From an optimization exercise on the open Yosys and OpenROAD flow, aimed at small area; shortcuts taken in it are not production practice.
Only simulation tests tie the RTL to the original design; equivalence was not proved.
The flow treats the clock pin as an ideal source. Dropping or thinning the clock tree relies on that and would not hold on a real chip.

==> juniper <==
==> flow/design.v (excerpt) <==
module fir_lowpass
  (input  logic clock, reset,
   input  logic [15:0] xin,
   output logic [15:0] y);
clock: 20.0 ns
lec_check: 0
cap_margin: 20
core_margin: 2
core_utilization: 85
place_density: 0.9
slew_margin: 20
synth_hierarchical: 1
standard.sh (not shown) runs the stock make flow with config.mk's settings and CLKGATE_MAP_FILE= SYNTH_SCRIPT=/design/flow/synth_recipe.tcl, a recipe that flattens the netlist after the stock synthesis.
==> flow/flow/run.sh <==
#!/bin/bash
# The standard layout (the standard.sh: ORFS synthesis through finish), with two changes:
# ports are buffered with the smallest buffer, and clock tree synthesis uses small clock buffers
# and inserts no dummy loads. Each tool's output is kept by ORFS under orfs/logs/; make's own
# output goes to make_finish.log here.
set -euo pipefail
CTS="-sink_clustering_enable -repair_clock_nets -dont_use_dummy_load -buf_list ${FLOW_CTS_BUF:-sky130_fd_sc_hd__clkbuf_8} -sink_clustering_size ${FLOW_CTS_SIZE:-14}"
bash standard.sh "BUFFER_PORTS_ARGS=-buffer_cell sky130_fd_sc_hd__buf_1" "CTS_ARGS=$CTS" finish > make_finish.log 2>&1
==> tundra: changes against juniper <==
CORE_UTILIZATION = 90   (was 85)
PLACE_DENSITY = 0.95   (was 0.9)
==> impl_metrics.tcl <==
set metrics [dict create \
    synth.avg_cell_area_um2 13.4 \
    place_congestion 1.01 \
    syn-num-nets 1021 \
    port_buffers 33 \
    post_synth_fa_ha_maj_area_fraction_pct 51.3 \
    fp-row-count 38 \
    die_x_um 109 \
    dp_hpwl_mm 21.8 \
    ios 34 \
    syn_inst 741 \
    initial_utilization_pct 92.2 \
    yosys-top-cells-area "fa_1 (49%), dfxtp_1 (33%), nor2_1 (2.9%), ha_1 (2.5%), nand2_1 (2.5%)" \
    seq_area_frac_synth_pct 33.4 \
    synth_top_family_by_area "adder cells" \
    outcome "aborted with a tool error" \
    synthesis.area_um2 9950 \
    firstError "[ERROR DPL-0033] detailed placement checks failed during check placement." \
    synth.top_cell.area_share_pct 48.7 \
    stop_stage "3_5_place_dp" \
    fp.dieH_um 109 \
]
# the run above: tundra

==> impl_metrics.tcl <==
set metrics [dict create \
    syn_inst 741 \
    synth_top_family_by_area "adder cells" \
    place_congestion 1.02 \
    port_buffers 33 \
    die_x_um 112 \
    outcome "complete, no violations" \
    fp.dieH_um 112 \
    seq_area_frac_synth_pct 33.4 \
    post_synth_fa_ha_maj_area_fraction_pct 51.3 \
    synth.top_cell.area_share_pct 48.7 \
    synth.avg_cell_area_um2 13.4 \
    yosys-top-cells-area "fa_1 (49%), dfxtp_1 (33%), nor2_1 (2.9%), ha_1 (2.5%), nand2_1 (2.5%)" \
    initial_utilization_pct 87.1 \
]
# the run above: juniper


==> try-quartz: inputs <==
fir_lowpass, a different RTL version from the one above (not shown whole).
export LEC_CHECK = 0
export CAP_MARGIN = 20
export CORE_MARGIN = 2
export CORE_UTILIZATION = 55
export SLEW_MARGIN = 20
export SYNTH_HIERARCHICAL = 1
create_clock -name core_clock -period 20.0 [get_ports {clock}]
==> flow/flow/run.sh <==
#!/bin/bash
# The standard layout (standard.sh: ORFS from synthesis to finish) with three changes:
# - ports are buffered with the smallest buffer (BUFFER_PORTS_ARGS);
# - clock tree synthesis inserts no dummy loads;
# - after clock tree synthesis, flow/post_cts.tcl replaces its tree with a two-level tree of
#   fewer buffers (flow/mytree.tcl).
# ORFS keeps each tool's log under orfs/logs/; make's own output goes to make_finish.log here.
set -euo pipefail
here=$(pwd)
export POST_CTS_TCL="$here/flow/post_cts.tcl"
CTS="-sink_clustering_enable -repair_clock_nets -dont_use_dummy_load -buf_list sky130_fd_sc_hd__clkbuf_8"
bash standard.sh "BUFFER_PORTS_ARGS=-buffer_cell sky130_fd_sc_hd__buf_1" "CTS_ARGS=$CTS" "POST_CTS_TCL=$POST_CTS_TCL" finish > make_finish.log 2>&1
==> flow/flow/post_cts.tcl <==
# POST_CTS_TCL hook: swap the clock tree that clock_tree_synthesis built for a two-level tree of
# fewer, larger clock buffers (clock port -> one root buffer -> leaf buffers -> flip-flops),
# then legalize the placement again.
set here [file dirname $::env(POST_CTS_TCL)]
source $here/mytree.tcl
source $here/replace_tree.tcl
replace_clock_tree 10 sky130_fd_sc_hd__clkbuf_8 sky130_fd_sc_hd__clkbuf_4
detailed_placement
check_placement -verbose
estimate_parasitics -placement
Other scripts of this flow, unchanged in this note and not shown: flow/flow/mytree.tcl, flow/flow/replace_tree.tcl
==> try-delta (differences from try-quartz) <==
--- a/flow/flow/post_cts.tcl
+++ b/flow/flow/post_cts.tcl
@@ -5,5 +5,5 @@
 source $here/mytree.tcl
 source $here/replace_tree.tcl
-replace_clock_tree 10 sky130_fd_sc_hd__clkbuf_8 sky130_fd_sc_hd__clkbuf_4
+replace_clock_tree 10 sky130_fd_sc_hd__clkbuf_8 sky130_fd_sc_hd__clkbuf_2
 detailed_placement
 check_placement -verbose
Settings changed: CORE_UTILIZATION 55 to 70.
==> run notes <==
item	try-quartz	try-delta
Outcome	finished clean	finished clean
Transition time at the pin with the least slew margin	1010 ps	1070 ps
Multi-input combinational area share	60.2%	60.6%
Cell area after layout	10,400 sq um	10,300 sq um
Slack of the worst reg-to-reg path	6080 ps	5870 ps
Initial Util	55.7%	71.6%
Placed cells	1,007	958
Antenna violations before repair	1	0
Detailed-route vias per instance	5.23	5.60
Required time at the worst-slack endpoint	20,480 ps	20,630 ps
Placeable Area	17,800 sq um	13,800 sq um
Routed wire length on met3	883 um	1400 um
Num rows	49	43
Global-route wire length before repair	33,600 um	32,800 um
Post-Route WL	20,400 um	20,200 um
Hold Path End	a4[10]	y[13]
Placed inst area	10,300 sq um	10,200 sq um
Placed wire-length estimate	16,600 um	16,300 um
Via count	5,325	5,423
FILL cells	1,442	905
Die Wd	138 um	123 um
Latest clock arrival within the worst-skew pair	600 ps	770 ps
No run of this note takes its clock network from TritonCTS; it comes from the design's own scripts or RTL.

==> run a <==
RTL: one of the versions met above, not the one the previous note started from.
==> flow/config.mk <==
export PLATFORM = sky130hd
export DESIGN_NAME = fir_lowpass
export DESIGN_NICKNAME = fir_lowpass
export VERILOG_FILES = /design/flow/design.v
export SDC_FILE = /design/flow/constraint.sdc
export NUM_CORES = 4
export LEC_CHECK = 0
export CAP_MARGIN = 20
export CORE_MARGIN = 2
export CORE_UTILIZATION = 70
export SLEW_MARGIN = 20
export SYNTH_HIERARCHICAL = 1
==> flow/constraint.sdc <==
create_clock -name core_clock -period 20.0 [get_ports {clock}]
set_input_delay 4.0000 -clock core_clock [delete_from_list [all_inputs] [get_ports {clock}]]
set_output_delay 4.0000 -clock core_clock [all_outputs]
set_load 0.01 [all_outputs]
==> flow/flow/mytree.tcl <==
# Builds a two-level clock tree by hand: the clock port drives one root buffer, which drives
# NLEAF leaf buffers, each placed at the centroid of a k-means cluster of flip-flops.
proc build_clock_tree {nleaf leafcell rootcell} {
  set block [ord::get_db_block]
  set db [ord::get_db]
  set clknet [$block findNet clock]
  set sinks {}
  foreach it [$clknet getITerms] {
    lappend sinks $it
  }
  set n [llength $sinks]
  set xs {}; set ys {}
  foreach it $sinks {
    set bb [[$it getInst] getBBox]
    lappend xs [expr {([$bb xMin] + [$bb xMax]) / 2.0}]
    lappend ys [expr {([$bb yMin] + [$bb yMax]) / 2.0}]
  }
  # k-means, seeded with sinks spread along the sorted order of x+y
  set order [lsort -real -indices [lmap x $xs y $ys {expr {$x + 0.7 * $y}}]]
  set cx {}; set cy {}
  for {set k 0} {$k < $nleaf} {incr k} {
    set i [lindex $order [expr {int(($k + 0.5) * $n / $nleaf)}]]
    lappend cx [lindex $xs $i]; lappend cy [lindex $ys $i]
  }
  set cap [expr {int(ceil(double($n) / $nleaf)) + 2}]
  for {set iter 0} {$iter < 30} {incr iter} {
    # capacitated assignment: sinks in order of their best distance, each to the nearest cluster with room
    set cnt [lrepeat $nleaf 0]
    set assign [lrepeat $n -1]
    set pairs {}
    for {set i 0} {$i < $n} {incr i} {
      for {set k 0} {$k < $nleaf} {incr k} {
        set d [expr {abs([lindex $xs $i] - [lindex $cx $k]) + abs([lindex $ys $i] - [lindex $cy $k])}]
        lappend pairs [list $d $i $k]
      }
    }
    foreach p [lsort -real -index 0 $pairs] {
      lassign $p d i k
      if {[lindex $assign $i] >= 0} continue
      if {[lindex $cnt $k] >= $cap} continue
      lset assign $i $k
      lset cnt $k [expr {[lindex $cnt $k] + 1}]
    }
    set sx [lrepeat $nleaf 0.0]; set sy [lrepeat $nleaf 0.0]
    for {set i 0} {$i < $n} {incr i} {
      set k [lindex $assign $i]
      lset sx $k [expr {[lindex $sx $k] + [lindex $xs $i]}]
      lset sy $k [expr {[lindex $sy $k] + [lindex $ys $i]}]
    }
    for {set k 0} {$k < $nleaf} {incr k} {
      if {[lindex $cnt $k] > 0} {
        lset cx $k [expr {[lindex $sx $k] / [lindex $cnt $k]}]
        lset cy $k [expr {[lindex $sy $k] / [lindex $cnt $k]}]
      }
    }
  }
  set rootm [$db findMaster $rootcell]
  set leafm [$db findMaster $leafcell]
  set rootnet [odb::dbNet_create $block "clknet_root"]
  $rootnet setSigType CLOCK
  set root [odb::dbInst_create $block $rootm "clkbuf_root"]
  set mx 0.0; set my 0.0
  for {set k 0} {$k < $nleaf} {incr k} { set mx [expr {$mx + [lindex $cx $k]}]; set my [expr {$my + [lindex $cy $k]}] }
  $root setLocation [expr {int($mx / $nleaf)}] [expr {int($my / $nleaf)}]
  $root setPlacementStatus PLACED
  [$root findITerm A] connect $clknet
  [$root findITerm X] connect $rootnet
  set leafnets {}
  for {set k 0} {$k < $nleaf} {incr k} {
    set net [odb::dbNet_create $block "clknet_leaf_$k"]
    $net setSigType CLOCK
    set b [odb::dbInst_create $block $leafm "clkbuf_leaf_$k"]
    $b setLocation [expr {int([lindex $cx $k])}] [expr {int([lindex $cy $k])}]
    $b setPlacementStatus PLACED
    [$b findITerm A] connect $rootnet
    [$b findITerm X] connect $net
    lappend leafnets $net
  }
  for {set i 0} {$i < $n} {incr i} {
    set it [lindex $sinks $i]
    $it disconnect
    $it connect [lindex $leafnets [lindex $assign $i]]
  }
  puts "manual clock tree: $n sinks, $nleaf leaves of $leafcell, root $rootcell, cluster sizes $cnt"
}
==> flow/flow/post_cts.tcl <==
# POST_CTS_TCL hook: swap the clock tree that clock_tree_synthesis built for a two-level tree of
# fewer, larger clock buffers (clock port -> one root buffer -> leaf buffers -> flip-flops),
# then legalize the placement again.
set here [file dirname $::env(POST_CTS_TCL)]
source $here/mytree.tcl
source $here/replace_tree.tcl
replace_clock_tree 6 sky130_fd_sc_hd__clkbuf_16 sky130_fd_sc_hd__clkbuf_8
detailed_placement
check_placement -verbose
estimate_parasitics -placement
==> flow/flow/replace_tree.tcl <==
# Replaces the clock tree that clock_tree_synthesis built with build_clock_tree's.
proc replace_clock_tree {nleaf leafcell rootcell} {
  set block [ord::get_db_block]
  set clknet [$block findNet clock]
  foreach inst [$block getInsts] {
    if {[string match "sky130_fd_sc_hd__dfxtp*" [[$inst getMaster] getName]]} {
      set it [$inst findITerm CLK]
      $it disconnect
      $it connect $clknet
    }
  }
  set del {}
  foreach inst [$block getInsts] {
    set nm [$inst getName]
    if {[string match "clkbuf_*" $nm] || [string match "clkload*" $nm]} { lappend del $inst }
  }
  foreach inst $del { odb::dbInst_destroy $inst }
  foreach net [$block getNets] {
    if {[string match "clknet_*" [$net getName]] && [llength [$net getITerms]] == 0} { odb::dbNet_destroy $net }
  }
  puts "removed [llength $del] clock tree cells"
  build_clock_tree $nleaf $leafcell $rootcell
}
Scripts as last shown in full above: flow/flow/run.sh
==> run b (differences from run a) <==
==> flow/flow/run.sh (replaced) <==
#!/bin/bash
# The standard layout (the standard.sh: ORFS synthesis through finish), with two changes:
# ports are buffered with the smallest buffer, and clock tree synthesis uses small clock buffers
# and inserts no dummy loads. Each tool's output is kept by ORFS under orfs/logs/; make's own
# output goes to make_finish.log here.
set -euo pipefail
CTS="-sink_clustering_enable -repair_clock_nets -dont_use_dummy_load -buf_list ${FLOW_CTS_BUF:-sky130_fd_sc_hd__clkbuf_8} -sink_clustering_size ${FLOW_CTS_SIZE:-14}"
bash standard.sh "BUFFER_PORTS_ARGS=-buffer_cell sky130_fd_sc_hd__buf_1" "CTS_ARGS=$CTS" finish > make_finish.log 2>&1
removed: flow/flow/mytree.tcl
removed: flow/flow/post_cts.tcl
removed: flow/flow/replace_tree.tcl
==> notes <==
Synthesized cell count is the same in run b and run a.
Between run a and run b, the lower final cell count is in run a (gap 1.0%, measured against run b).
In area after synthesis, run b and run a do not differ.
Against run b, the clock skew of run a is lower by 0.020 ns.
Against run b, the worst hold slack of run a is higher by 0.024 ns.
Against run b, the design area of run a is lower by 0.67%.
In run a the design's own scripts or RTL, not TritonCTS, make the clock network.

-- port drivers added, routing unchanged --
Ports are ideal in the flow. The routed layouts listed here were re-timed in OpenROAD. Step 1: set_driving_cell puts a clkbuf_16 on clock and a buf_2 on each other input, an assumption about the parent block. Step 2, shift: input delay + t, output delay - t, t = (earliest + latest rising clock arrival at the registers) / 2. This alone moves slack from input paths to output paths. a / b / c = no drivers / after step 1 / after step 2; a / b = the first two.
run | t, ns | setup slack, ns | hold WS [ns] | worst slew at a driven data input, ns
juniper | 0.492 | 5.242 / 5.242 / 5.242 | 0.580 / 0.580 / 0.580 | 0.04
try-quartz | 0.621 | 6.084 / 6.084 / 6.084 | 0.533 / 0.533 / 0.533 | 0.04
try-delta | 0.784 | 5.867 / 5.867 / 5.867 | 0.578 / 0.578 / 0.578 | 0.04
run a | 0.458 | 6.158 / 6.158 / 6.158 | 0.570 / 0.570 / 0.570 | 0.04
run b | 0.482 | 6.212 / 6.212 / 6.212 | 0.546 / 0.546 / 0.546 | 0.04
After both steps every run listed still meets setup and hold.
